This design comes from an exercise in tuning for small area, a short achievable clock period and few clock cycles on the open sky130 flow, not from production work.
In this exercise RTL edits were held to simulation tests only and were not proved equivalent to the original.
No activity file was given, so power comes from the tool's default toggle rates.

==> inputs of run a <==
// LASER
module LASER (
    input CLK,
    input RST,
    input [3:0] X,
    input [3:0] Y,
    output reg [3:0] C1X,
    output reg [3:0] C1Y,
    output reg [3:0] C2X,
    output reg [3:0] C2Y,
    output reg DONE
);
localparam S_LOAD = 4'd0, S_ISSUE = 4'd1, S_W1 = 4'd2, S_W2 = 4'd3,
           S_FIN = 4'd4, S_MEMO = 4'd5, S_DONE = 4'd6, S_W3 = 4'd7, S_W4 = 4'd8;
reg [3:0] st;
reg       ld;            
reg [5:0] lcnt;
reg [3:0] rcy;           
reg       p1;            
reg       rA;            
reg       selR;          
reg       ls;
reg [3:0] px [0:39];
reg [3:0] py [0:39];
reg       inc [0:39];    
reg [3:0] wc [0:39];     
reg [3:0] bx, by;        
reg [5:0] mr;            
reg [5:0] circ;          
reg  [3:0] refx, refy;    
integer i, k;
genvar g, u;
wire [39:0] inc_new;
wire [39:0] inc_d;
wire [3:0] pyn [0:39];
generate
    for (g = 0; g < 40; g = g + 1) begin : PN
        if (g == 39) begin : T assign pyn[g] = ld ? Y : py[0]; end
        else begin : R assign pyn[g] = py[g+1]; end
    end
endgenerate
generate
  ...
make LEC_CHECK=0 CAP_MARGIN=20 CORE_MARGIN=2 CORE_UTILIZATION=65 PLACE_DENSITY=0.72 SLEW_MARGIN=20 finish   # period 10.0 ns
run.sh (not shown) runs the stock make flow with config.mk's settings and CLKGATE_MAP_FILE= SYNTH_SCRIPT=/design/flow/synth_recipe.tcl, a recipe that flattens the netlist after the stock synthesis.
==> run b: changes against run a <==
--- a/flow/design.v
+++ b/flow/design.v
@@ -4,20 +4,19 @@
     input [3:0] X,
     input [3:0] Y,
     output reg [3:0] C1X,
     output reg [3:0] C1Y,
     output reg [3:0] C2X,
     output reg [3:0] C2Y,
     output reg DONE
 );
-localparam S_LOAD = 4'd0, S_ISSUE = 4'd1, S_W1 = 4'd2, S_W2 = 4'd3,
-           S_FIN = 4'd4, S_MEMO = 4'd5, S_DONE = 4'd6, S_W3 = 4'd7, S_W4 = 4'd8;
-reg [3:0] st;
-reg       ld;            
+localparam S_LOAD = 3'd0, S_ISSUE = 3'd1, S_W1 = 3'd2, S_W2 = 3'd3,
+           S_FIN = 3'd4, S_MEMO = 3'd5, S_DONE = 3'd6, S_W3 = 3'd7;
+reg [2:0] st;
 reg [5:0] lcnt;
 reg [3:0] rcy;           
 reg       p1;            
 reg       rA;            
 reg       selR;          
 reg       ls;
 reg [3:0] px [0:39];
 reg [3:0] py [0:39];
@@ -29,23 +28,23 @@
 reg  [3:0] refx, refy;    
 integer i, k;
 genvar g, u;
 wire [39:0] inc_new;
 wire [39:0] inc_d;
 wire [3:0] pyn [0:39];
 generate
     for (g = 0; g < 40; g = g + 1) begin : PN
-        if (g == 39) begin : T assign pyn[g] = ld ? Y : py[0]; end
+        if (g == 39) begin : T assign pyn[g] = (st == S_LOAD) ? Y : py[0]; end
         else begin : R assign pyn[g] = py[g+1]; end
     end
 endgenerate
 generate
     for (g = 0; g < 40; g = g + 1) begin : ID
-        assign inc_d[g] = ld ? 1'b0 : (m_R ? inc_new[(g+1)%40] : inc[(g+1)%40]);
+        assign inc_d[g] = (st == S_LOAD) ? 1'b0 : (m_R ? inc_new[(g+1)%40] : inc[(g+1)%40]);
     end
 endgenerate
 reg  [3:0] w_cy;         
 wire w_mode15 = selR ? (bx > 4'd13) : rA;
 function [2:0] rowcls(input [3:0] y, input [3:0] cy);
     reg [4:0] e;
     begin
         e = {1'b0, y} + {1'b0, ~cy};
@@ -102,39 +101,39 @@
             if (g < 10) begin : CA assign colA[u][g] = mask[g][u]; end
             else if (g < 20) begin : CB assign colB[u][g-10] = mask[g][u]; end
             else if (g < 30) begin : CC assign colC[u][g-20] = mask[g][u]; end
             else begin : CD assign colD[u][g-30] = mask[g][u]; end
         end
         assign inc_new[g] = |(mask[g] & m_selh);
     end
 endgenerate
-wire [7:0] pa [0:10];
-wire [7:0] pb [0:10];
-wire [7:0] pc [0:10];
-wire [7:0] pd [0:10];
+wire [3:0] pa [0:10];
+wire [3:0] pb [0:10];
+wire [3:0] pc [0:10];
+wire [3:0] pd [0:10];
 generate
     for (u = 0; u < 11; u = u + 1) begin : PC
-        pc10cs upa (.v(colA[u]), .s(pa[u]));
-        pc10cs upb (.v(colB[u]), .s(pb[u]));
-        pc10cs upc (.v(colC[u]), .s(pc[u]));
-        pc10cs upd (.v(colD[u]), .s(pd[u]));
+        pc10 upa (.v(colA[u]), .s(pa[u]));
+        pc10 upb (.v(colB[u]), .s(pb[u]));
+        pc10 upc (.v(colC[u]), .s(pc[u]));
+        pc10 upd (.v(colD[u]), .s(pd[u]));
     end
 endgenerate
 wire [10:0] m_isref;
 generate
     for (u = 0; u < 11; u = u + 1) begin : RF
         wire [3:0] cxu = m_mode15 ? (4'd15 - u) : (4'd13 - u);
         assign m_isref[u] = (cxu == refx) && (m_cy == refy);
     end
 endgenerate
-reg [7:0]  ca [0:10];
-reg [7:0]  cb [0:10];
-reg [7:0]  cc [0:10];
-reg [7:0]  cd [0:10];
+reg [3:0]  ca [0:10];
+reg [3:0]  cb [0:10];
+reg [3:0]  cc [0:10];
+reg [3:0]  cd [0:10];
 reg        s_v, s_R, s_mode15, s_first;
 reg [10:0] s_valid, s_nonref;
 reg [3:0]  s_cy;
 function gt2(input [1:0] x, input [1:0] y);
     gt2 = (x[1] & ~y[1]) | ((x[1] | ~y[1]) & x[0] & ~y[0]);
 endfunction
 function gt6(input [5:0] x, input [5:0] y);
     reg g10, g32, g54, ge32, ge54;
@@ -142,30 +141,34 @@
         g10 = gt2(x[1:0], y[1:0]);
         g32 = gt2(x[3:2], y[3:2]);
         g54 = gt2(x[5:4], y[5:4]);
         ge32 = ~gt2(y[3:2], x[3:2]);
         ge54 = ~gt2(y[5:4], x[5:4]);
         gt6 = g54 | (ge54 & (g32 | (ge32 & g10)));
     end
 endfunction
-reg [5:0]  lm [0:10];    
-reg        u_v, u_R, u_mode15, u_first;
-reg [10:0] u_valid, u_nonref;
-reg [3:0]  u_cy;
-wire [10:0] lh = u_valid & u_nonref;    
+wire [5:0] lm [0:10];    
+wire [10:0] lh;          
+generate
+    for (u = 0; u < 11; u = u + 1) begin : LF
+        wire [5:0] cnt = ({1'b0, ca[u]} + {1'b0, cb[u]}) + ({1'b0, cc[u]} + {1'b0, cd[u]});
+        assign lm[u] = s_valid[u] ? cnt : 6'd0;
+        assign lh[u] = s_valid[u] & s_nonref[u];
+    end
+endgenerate
 reg [10:0] gs [0:2];
 reg [10:0] win;
 integer q, r, gi;
 always @(*) begin
     for (gi = 0; gi < 3; gi = gi + 1) begin
         for (q = 4*gi; q < 4*gi + 4 && q < 11; q = q + 1) begin
-            win[q] = u_valid[q];
+            win[q] = 1'b1;
             for (r = 4*gi; r < 4*gi + 4 && r < 11; r = r + 1)
-                if (r != q) win[q] = win[q] & (!u_valid[r] | !gt6(lm[r], lm[q]));
+                if (r != q) win[q] = win[q] & !gt6(lm[r], lm[q]);
         end
         gs[gi] = 11'd0;
         for (q = 4*gi; q < 4*gi + 4 && q < 11; q = q + 1) begin
             if (win[q]) gs[gi][10:5] = gs[gi][10:5] | lm[q];
             if (win[q] & lh[q]) begin gs[gi][4:1] = q; gs[gi][0] = 1'b1; end
         end
     end
 end
@@ -188,18 +191,18 @@
 wire rowgt = x0 || x1 || x2;
 wire roweq = !rowgt && (!y0 || !y1 || !y2);
 wire [3:0] lx = (t_mode15 ? 4'd15 : 4'd13) - lidx;
 wire take_new = t_v && (t_first || rowgt);
 wire take_eq  = t_v && !(t_first || rowgt) && roweq && hasL;
 wire [3:0] bx_next = take_new ? (hasL ? lx : refx) : take_eq ? lx : bx;
 wire [3:0] by_next = take_new ? (hasL ? t_cy : refy) : take_eq ? t_cy : by;
 reg spec_ok_r;
-reg keep11;              
-wire spec_ok_next = keep11 && !(take_new || take_eq);
+reg [3:0] sx, sy;
+wire spec_ok_next = (bx_next == sx) && (by_next == sy);
 wire [3:0] rcy_next = (st == S_LOAD) ? 4'd0 :
                       (st == S_ISSUE) ? (rA ? rcy : rcy + 4'd1) :
                       (st == S_FIN) ? (spec_ok_r ? 4'd4 : 4'd2) : rcy;
 reg [5:0] last, mb;
 reg       improve;
 reg [1:0] np;            
 wire fin   = (st == S_FIN) || (st == S_MEMO);
 wire memo  = (st == S_MEMO);
@@ -208,51 +211,44 @@
 wire [3:0] ox = memo ? vx : bx;
 wire [3:0] oy = memo ? vy : by;
 wire [5:0] om = memo ? mb : mr + circ;
 wire stop = (last == om) && !improve;    
 wire hit  = (np == 2'd2) && (ox == vx) && (oy == vy);
 always @(posedge CLK or posedge RST) begin
     if (RST) begin
         st <= S_LOAD;
-        ld <= 1'b1;
         lcnt <= 6'd0;
         DONE <= 1'b0;
         m_v <= 1'b0;
         s_v <= 1'b0;
-        u_v <= 1'b0;
         t_v <= 1'b0;
         m_R <= 1'b0;
         s_R <= 1'b0;
-        u_R <= 1'b0;
         t_R <= 1'b0;
         selR <= 1'b0;
     end else begin
         DONE <= 1'b0;
-        ld <= (st == S_DONE) || ((st == S_LOAD) && (lcnt != 6'd39));
-        m_v <= (st == S_ISSUE) || ((st == S_LOAD) && (lcnt == 6'd39)) || (st == S_W4) ||
+        m_v <= (st == S_ISSUE) || ((st == S_LOAD) && (lcnt == 6'd39)) || (st == S_W3) ||
                ((st == S_FIN) && spec_ok_r && !(stop || hit));
         s_v <= m_v && !((st == S_FIN) && !(spec_ok_r && !(stop || hit)));
-        u_v <= s_v;
-        t_v <= u_v;
+        t_v <= s_v;
         m_R <= selR;
         s_R <= m_R;
-        u_R <= s_R;
-        t_R <= u_R;
-        selR <= (st == S_W2) || ((st == S_W4) && !spec_ok_next);
+        t_R <= s_R;
+        selR <= (st == S_W1) || ((st == S_W3) && !spec_ok_next);
         case (st)
             S_LOAD: begin
                 lcnt <= lcnt + 6'd1;
                 if (lcnt == 6'd39) st <= S_ISSUE;
             end
             S_ISSUE: if (rcy == 4'd12 && !rA) st <= S_W1;
             S_W1: st <= S_W2;
             S_W2: st <= S_W3;
-            S_W3: st <= S_W4;
-            S_W4: st <= S_FIN;
+            S_W3: st <= S_FIN;
             S_FIN, S_MEMO: begin
                 if (stop || (hit && (last == om))) begin
                     st <= S_DONE;
                     DONE <= 1'b1;
                 end else if (hit) st <= S_MEMO;
                 else if (st == S_FIN) st <= S_ISSUE;
             end
             S_DONE: begin
@@ -260,68 +256,60 @@
                 lcnt <= 6'd0;
             end
             default: st <= S_LOAD;
         endcase
     end
 end
 always @(posedge CLK) begin
     for (i = 0; i < 40; i = i + 1) begin
-        px[i] <= (i == 39) ? (ld ? X : px[0]) : px[i+1];
-        py[i] <= (i == 39) ? (ld ? Y : py[0]) : py[i+1];
+        px[i] <= (i == 39) ? ((st == S_LOAD) ? X : px[0]) : px[i+1];
+        py[i] <= (i == 39) ? ((st == S_LOAD) ? Y : py[0]) : py[i+1];
         inc[i] <= inc_d[i];
         wc[i][2:0] <= (selR || !inc_d[i]) ? rowcls(pyn[i], w_cy) : 3'b000;
         wc[i][3] <= w_mode15 && (selR || !inc_d[i]) && (rowcls(pyn[i], w_cy) != 3'b000);
     end
     rcy <= rcy_next;
     if (st == S_LOAD) begin
         rA <= (lcnt != 6'd39);
         p1 <= 1'b1;
     end else if (st == S_DONE) begin
         rA <= 1'b1;
     end else if (st == S_FIN) begin
         p1 <= 1'b0;
     end
     m_mode15 <= w_mode15;
     m_selh <= 11'd1 << ((bx > 4'd13) ? 4'd15 - bx : 4'd13 - bx);
-    m_first <= (st == S_W4) || rA || (!p1 && rcy == 4'd2);
-    m_valid <= rA ? 11'b00000000011 : ((st == S_W4) || (!p1 && rcy == 4'd2)) ? 11'b11111111110 : 11'b11111111111;
-    m_cy <= (st == S_W4) ? 4'd2 : (st == S_FIN) ? 4'd3 : rcy;
+    m_first <= (st == S_W3) || rA || (!p1 && rcy == 4'd2);
+    m_valid <= rA ? 11'b00000000011 : ((st == S_W3) || (!p1 && rcy == 4'd2)) ? 11'b11111111110 : 11'b11111111111;
+    m_cy <= (st == S_W3) ? 4'd2 : (st == S_FIN) ? 4'd3 : rcy;
     for (i = 0; i < 11; i = i + 1) begin
         ca[i] <= pa[i];
         cb[i] <= pb[i];
         cc[i] <= pc[i];
         cd[i] <= pd[i];
     end
     s_mode15 <= m_mode15;
     s_first <= m_first;
     s_valid <= m_R ? m_selh : m_valid;
     s_nonref <= ~m_isref;
     s_cy <= m_cy;
-    for (i = 0; i < 11; i = i + 1)
-        lm[i] <= ((({2'b0, ca[i][3:0]} + {2'b0, ca[i][7:4]}) + ({2'b0, cb[i][3:0]} + {2'b0, cb[i][7:4]})) +
-                  (({2'b0, cc[i][3:0]} + {2'b0, cc[i][7:4]}) + ({2'b0, cd[i][3:0]} + {2'b0, cd[i][7:4]})));
-    u_mode15 <= s_mode15;
-    u_first <= s_first;
-    u_valid <= s_valid;
-    u_nonref <= s_nonref;
-    u_cy <= s_cy;
     t0 <= gs[0]; t1 <= gs[1]; t2 <= gs[2];
-    t_mode15 <= u_mode15;
-    t_first <= u_first;
-    t_cy <= u_cy;
+    t_mode15 <= s_mode15;
+    t_first <= s_first;
+    t_cy <= s_cy;
     if (t_v && (t_first || rowgt)) mr <= m_row;
     bx <= bx_next;
     by <= by_next;
-    w_cy <= (st == S_W2) ? by_next : (st == S_W3) ? 4'd2 :
-            (st == S_W4) ? (spec_ok_next ? 4'd3 : by_next) : rcy_next;
-    if (st == S_W3) keep11 <= !(take_new || take_eq);
-    if (st == S_W4) spec_ok_r <= spec_ok_next;
+    w_cy <= (st == S_W1) ? by_next : (st == S_W2) ? 4'd2 :
+            (st == S_W3) ? (spec_ok_next ? 4'd3 : by_next) : rcy_next;
+    if (st == S_W1) begin sx <= bx_next; sy <= by_next; end
+    if (st == S_W3) spec_ok_r <= spec_ok_next;
     if (st == S_LOAD) begin refx <= 4'd0; refy <= 4'd0; end
-    else if (st == S_W4) begin refx <= bx_next; refy <= by_next; end
+    else if (st == S_W3) begin refx <= bx_next; refy <= by_next; end
     if (st == S_LOAD) begin
         C1X <= 4'd0; C1Y <= 4'd0; C2X <= 4'd0; C2Y <= 4'd0;
         ls <= 1'b0;
         last <= 6'd0;
         improve <= 1'b1;
         np <= 2'd0;
         circ <= 6'd0;
     end else begin
@@ -334,17 +322,17 @@
             if (np != 2'd2) np <= np + 2'd1;
             if (last == om) begin
                 if (improve) improve <= 1'b0;
             end else last <= om;
         end
     end
 end
 endmodule
-module pc10cs(input [9:0] v, output [7:0] s);
+module pc10(input [9:0] v, output [3:0] s);
   wire t1;
   wire t2;
   wire t3;
   wire t4;
   wire t5;
   wire t6;
   wire t7;
   wire t8;
@@ -355,10 +343,10 @@
   assign t3 = v[3] ^ v[4] ^ v[5];
   assign t4 = (v[3] & v[4]) | (v[3] & v[5]) | (v[4] & v[5]);
   assign t5 = v[6] ^ v[7] ^ v[8];
   assign t6 = (v[6] & v[7]) | (v[6] & v[8]) | (v[7] & v[8]);
   assign t7 = t1 ^ t3 ^ t5;
   assign t8 = (t1 & t3) | (t1 & t5) | (t3 & t5);
   assign t9 = t2 ^ t4 ^ t6;
   assign t10 = (t2 & t4) | (t2 & t6) | (t4 & t6);
-  assign s = {1'b0,1'b0,t9,v[9],1'b0,t10,t8,t7};
+  assign s = {1'b0,t10,t8,t7} + {1'b0,1'b0,t9,v[9]};
 endmodule
==> run c: changes against run a <==
--- a/flow/design.v
+++ b/flow/design.v
@@ -7,17 +7,16 @@
     output reg [3:0] C1Y,
     output reg [3:0] C2X,
     output reg [3:0] C2Y,
     output reg DONE
 );
 localparam S_LOAD = 4'd0, S_ISSUE = 4'd1, S_W1 = 4'd2, S_W2 = 4'd3,
            S_FIN = 4'd4, S_MEMO = 4'd5, S_DONE = 4'd6, S_W3 = 4'd7, S_W4 = 4'd8;
 reg [3:0] st;
-reg       ld;            
 reg [5:0] lcnt;
 reg [3:0] rcy;           
 reg       p1;            
 reg       rA;            
 reg       selR;          
 reg       ls;
 reg [3:0] px [0:39];
 reg [3:0] py [0:39];
@@ -29,23 +28,23 @@
 reg  [3:0] refx, refy;    
 integer i, k;
 genvar g, u;
 wire [39:0] inc_new;
 wire [39:0] inc_d;
 wire [3:0] pyn [0:39];
 generate
     for (g = 0; g < 40; g = g + 1) begin : PN
-        if (g == 39) begin : T assign pyn[g] = ld ? Y : py[0]; end
+        if (g == 39) begin : T assign pyn[g] = (st == S_LOAD) ? Y : py[0]; end
         else begin : R assign pyn[g] = py[g+1]; end
     end
 endgenerate
 generate
     for (g = 0; g < 40; g = g + 1) begin : ID
-        assign inc_d[g] = ld ? 1'b0 : (m_R ? inc_new[(g+1)%40] : inc[(g+1)%40]);
+        assign inc_d[g] = (st == S_LOAD) ? 1'b0 : (m_R ? inc_new[(g+1)%40] : inc[(g+1)%40]);
     end
 endgenerate
 reg  [3:0] w_cy;         
 wire w_mode15 = selR ? (bx > 4'd13) : rA;
 function [2:0] rowcls(input [3:0] y, input [3:0] cy);
     reg [4:0] e;
     begin
         e = {1'b0, y} + {1'b0, ~cy};
@@ -102,39 +101,39 @@
             if (g < 10) begin : CA assign colA[u][g] = mask[g][u]; end
             else if (g < 20) begin : CB assign colB[u][g-10] = mask[g][u]; end
             else if (g < 30) begin : CC assign colC[u][g-20] = mask[g][u]; end
             else begin : CD assign colD[u][g-30] = mask[g][u]; end
         end
         assign inc_new[g] = |(mask[g] & m_selh);
     end
 endgenerate
-wire [7:0] pa [0:10];
-wire [7:0] pb [0:10];
-wire [7:0] pc [0:10];
-wire [7:0] pd [0:10];
+wire [3:0] pa [0:10];
+wire [3:0] pb [0:10];
+wire [3:0] pc [0:10];
+wire [3:0] pd [0:10];
 generate
     for (u = 0; u < 11; u = u + 1) begin : PC
-        pc10cs upa (.v(colA[u]), .s(pa[u]));
-        pc10cs upb (.v(colB[u]), .s(pb[u]));
-        pc10cs upc (.v(colC[u]), .s(pc[u]));
-        pc10cs upd (.v(colD[u]), .s(pd[u]));
+        pc10 upa (.v(colA[u]), .s(pa[u]));
+        pc10 upb (.v(colB[u]), .s(pb[u]));
+        pc10 upc (.v(colC[u]), .s(pc[u]));
+        pc10 upd (.v(colD[u]), .s(pd[u]));
     end
 endgenerate
 wire [10:0] m_isref;
 generate
     for (u = 0; u < 11; u = u + 1) begin : RF
         wire [3:0] cxu = m_mode15 ? (4'd15 - u) : (4'd13 - u);
         assign m_isref[u] = (cxu == refx) && (m_cy == refy);
     end
 endgenerate
-reg [7:0]  ca [0:10];
-reg [7:0]  cb [0:10];
-reg [7:0]  cc [0:10];
-reg [7:0]  cd [0:10];
+reg [3:0]  ca [0:10];
+reg [3:0]  cb [0:10];
+reg [3:0]  cc [0:10];
+reg [3:0]  cd [0:10];
 reg        s_v, s_R, s_mode15, s_first;
 reg [10:0] s_valid, s_nonref;
 reg [3:0]  s_cy;
 function gt2(input [1:0] x, input [1:0] y);
     gt2 = (x[1] & ~y[1]) | ((x[1] | ~y[1]) & x[0] & ~y[0]);
 endfunction
 function gt6(input [5:0] x, input [5:0] y);
     reg g10, g32, g54, ge32, ge54;
@@ -188,18 +187,18 @@
 wire rowgt = x0 || x1 || x2;
 wire roweq = !rowgt && (!y0 || !y1 || !y2);
 wire [3:0] lx = (t_mode15 ? 4'd15 : 4'd13) - lidx;
 wire take_new = t_v && (t_first || rowgt);
 wire take_eq  = t_v && !(t_first || rowgt) && roweq && hasL;
 wire [3:0] bx_next = take_new ? (hasL ? lx : refx) : take_eq ? lx : bx;
 wire [3:0] by_next = take_new ? (hasL ? t_cy : refy) : take_eq ? t_cy : by;
 reg spec_ok_r;
-reg keep11;              
-wire spec_ok_next = keep11 && !(take_new || take_eq);
+reg [3:0] sx, sy;
+wire spec_ok_next = (bx_next == sx) && (by_next == sy);
 wire [3:0] rcy_next = (st == S_LOAD) ? 4'd0 :
                       (st == S_ISSUE) ? (rA ? rcy : rcy + 4'd1) :
                       (st == S_FIN) ? (spec_ok_r ? 4'd4 : 4'd2) : rcy;
 reg [5:0] last, mb;
 reg       improve;
 reg [1:0] np;            
 wire fin   = (st == S_FIN) || (st == S_MEMO);
 wire memo  = (st == S_MEMO);
@@ -208,31 +207,29 @@
 wire [3:0] ox = memo ? vx : bx;
 wire [3:0] oy = memo ? vy : by;
 wire [5:0] om = memo ? mb : mr + circ;
 wire stop = (last == om) && !improve;    
 wire hit  = (np == 2'd2) && (ox == vx) && (oy == vy);
 always @(posedge CLK or posedge RST) begin
     if (RST) begin
         st <= S_LOAD;
-        ld <= 1'b1;
         lcnt <= 6'd0;
         DONE <= 1'b0;
         m_v <= 1'b0;
         s_v <= 1'b0;
         u_v <= 1'b0;
         t_v <= 1'b0;
         m_R <= 1'b0;
         s_R <= 1'b0;
         u_R <= 1'b0;
         t_R <= 1'b0;
         selR <= 1'b0;
     end else begin
         DONE <= 1'b0;
-        ld <= (st == S_DONE) || ((st == S_LOAD) && (lcnt != 6'd39));
         m_v <= (st == S_ISSUE) || ((st == S_LOAD) && (lcnt == 6'd39)) || (st == S_W4) ||
                ((st == S_FIN) && spec_ok_r && !(stop || hit));
         s_v <= m_v && !((st == S_FIN) && !(spec_ok_r && !(stop || hit)));
         u_v <= s_v;
         t_v <= u_v;
         m_R <= selR;
         s_R <= m_R;
         u_R <= s_R;
@@ -260,18 +257,18 @@
                 lcnt <= 6'd0;
             end
             default: st <= S_LOAD;
         endcase
     end
 end
 always @(posedge CLK) begin
     for (i = 0; i < 40; i = i + 1) begin
-        px[i] <= (i == 39) ? (ld ? X : px[0]) : px[i+1];
-        py[i] <= (i == 39) ? (ld ? Y : py[0]) : py[i+1];
+        px[i] <= (i == 39) ? ((st == S_LOAD) ? X : px[0]) : px[i+1];
+        py[i] <= (i == 39) ? ((st == S_LOAD) ? Y : py[0]) : py[i+1];
         inc[i] <= inc_d[i];
         wc[i][2:0] <= (selR || !inc_d[i]) ? rowcls(pyn[i], w_cy) : 3'b000;
         wc[i][3] <= w_mode15 && (selR || !inc_d[i]) && (rowcls(pyn[i], w_cy) != 3'b000);
     end
     rcy <= rcy_next;
     if (st == S_LOAD) begin
         rA <= (lcnt != 6'd39);
         p1 <= 1'b1;
@@ -292,33 +289,32 @@
         cd[i] <= pd[i];
     end
     s_mode15 <= m_mode15;
     s_first <= m_first;
     s_valid <= m_R ? m_selh : m_valid;
     s_nonref <= ~m_isref;
     s_cy <= m_cy;
     for (i = 0; i < 11; i = i + 1)
-        lm[i] <= ((({2'b0, ca[i][3:0]} + {2'b0, ca[i][7:4]}) + ({2'b0, cb[i][3:0]} + {2'b0, cb[i][7:4]})) +
-                  (({2'b0, cc[i][3:0]} + {2'b0, cc[i][7:4]}) + ({2'b0, cd[i][3:0]} + {2'b0, cd[i][7:4]})));
+        lm[i] <= ({1'b0, ca[i]} + {1'b0, cb[i]}) + ({1'b0, cc[i]} + {1'b0, cd[i]});
     u_mode15 <= s_mode15;
     u_first <= s_first;
     u_valid <= s_valid;
     u_nonref <= s_nonref;
     u_cy <= s_cy;
     t0 <= gs[0]; t1 <= gs[1]; t2 <= gs[2];
     t_mode15 <= u_mode15;
     t_first <= u_first;
     t_cy <= u_cy;
     if (t_v && (t_first || rowgt)) mr <= m_row;
     bx <= bx_next;
     by <= by_next;
     w_cy <= (st == S_W2) ? by_next : (st == S_W3) ? 4'd2 :
             (st == S_W4) ? (spec_ok_next ? 4'd3 : by_next) : rcy_next;
-    if (st == S_W3) keep11 <= !(take_new || take_eq);
+    if (st == S_W2) begin sx <= bx_next; sy <= by_next; end
     if (st == S_W4) spec_ok_r <= spec_ok_next;
     if (st == S_LOAD) begin refx <= 4'd0; refy <= 4'd0; end
     else if (st == S_W4) begin refx <= bx_next; refy <= by_next; end
     if (st == S_LOAD) begin
         C1X <= 4'd0; C1Y <= 4'd0; C2X <= 4'd0; C2Y <= 4'd0;
         ls <= 1'b0;
         last <= 6'd0;
         improve <= 1'b1;
@@ -334,17 +330,17 @@
             if (np != 2'd2) np <= np + 2'd1;
             if (last == om) begin
                 if (improve) improve <= 1'b0;
             end else last <= om;
         end
     end
 end
 endmodule
-module pc10cs(input [9:0] v, output [7:0] s);
+module pc10(input [9:0] v, output [3:0] s);
   wire t1;
   wire t2;
   wire t3;
   wire t4;
   wire t5;
   wire t6;
   wire t7;
   wire t8;
@@ -355,10 +351,10 @@
   assign t3 = v[3] ^ v[4] ^ v[5];
   assign t4 = (v[3] & v[4]) | (v[3] & v[5]) | (v[4] & v[5]);
   assign t5 = v[6] ^ v[7] ^ v[8];
   assign t6 = (v[6] & v[7]) | (v[6] & v[8]) | (v[7] & v[8]);
   assign t7 = t1 ^ t3 ^ t5;
   assign t8 = (t1 & t3) | (t1 & t5) | (t3 & t5);
   assign t9 = t2 ^ t4 ^ t6;
   assign t10 = (t2 & t4) | (t2 & t6) | (t4 & t6);
-  assign s = {1'b0,1'b0,t9,v[9],1'b0,t10,t8,t7};
+  assign s = {1'b0,t10,t8,t7} + {1'b0,1'b0,t9,v[9]};
 endmodule
==> run notes <==
Run c went through all stages and came out clean. Run b completed without violations. Run a produced a clean layout. The highest die area belongs to run a, the lowest to run b. The lowest final area belongs to run b, the highest to run a. Worst setup slack: run b < run c < run a. Clock power: run c is larger than run b (about 15%). Against run b, the non-clock buffer count of run c is lower by 6. Of run b and run c, run b has the higher power (gap about 24%, measured against run c).
==> figures <==
metric                                                         run c           run b           run a
Cell internal power dissipation                              9420 uW        10500 uW        10100 uW
Site row count                                                   118             117             119
Cell area after synthesis                               0.0676 sq mm    0.0670 sq mm    0.0691 sq mm
Arrival time reported for the critical path endpoint         4.76 ns         5.28 ns         1.69 ns
Final area over synthesized area                              1.065x          1.057x          1.065x
Die area                                                 0.107 sq mm     0.106 sq mm     0.109 sq mm
Clock buffers                                                    138             122             148
Maximum clock rate                                         0.240 GHz       0.215 GHz       0.271 GHz
Routed wl met3                                              21900 um        23200 um        24900 um
Antenna Cells                                                      1               6               1
Run status                                            finished clean  finished clean  finished clean
Slowest Stage Delay on Critical Path                         0.76 ns         0.72 ns         0.56 ns
# clock sinks                                                    969             872            1007
Testbench counts of run a, summed over its fixed seeds: cycles 10,254.
Testbench counts of run b, summed over its fixed seeds: cycles 9,898.
Testbench counts of run c, summed over its fixed seeds: cycles 10,254.

[re-timing with driven ports]
The flow's constraints put no driver on any port. The routed layouts listed below were extracted and timed again, unchanged, in two steps. Step 1 (the two cells are an assumption about what drives the block):
set clk [get_ports {CLK}]
set_driving_cell -lib_cell sky130_fd_sc_hd__clkbuf_16 $clk
set_driving_cell -lib_cell sky130_fd_sc_hd__buf_2 [delete_from_list [all_inputs] $clk]
Step 2 moves the port delays by t, midway between the first and last clock arrival at a register: inputs arrive t later, outputs are due t later. That takes back most of the time a late clock gives input paths. a / b / c = ideal / step 1 / step 2; a / b = the first two.
run	t (ns)	slack for setup (ns)	slew at the worst register clock pin (ns)
run a	0.793	6.306 / 6.229 / 5.783	0.07 / 0.07
run b	0.782	5.359 / 5.359 / 5.359	0.07 / 0.07
run c	0.794	5.826 / 5.826 / 5.808	0.07 / 0.07
After both steps every run listed still meets setup and hold. For run a, which loses most, drivers alone change the setup slack by -0.077 ns; drivers and shift together by -0.523 ns.
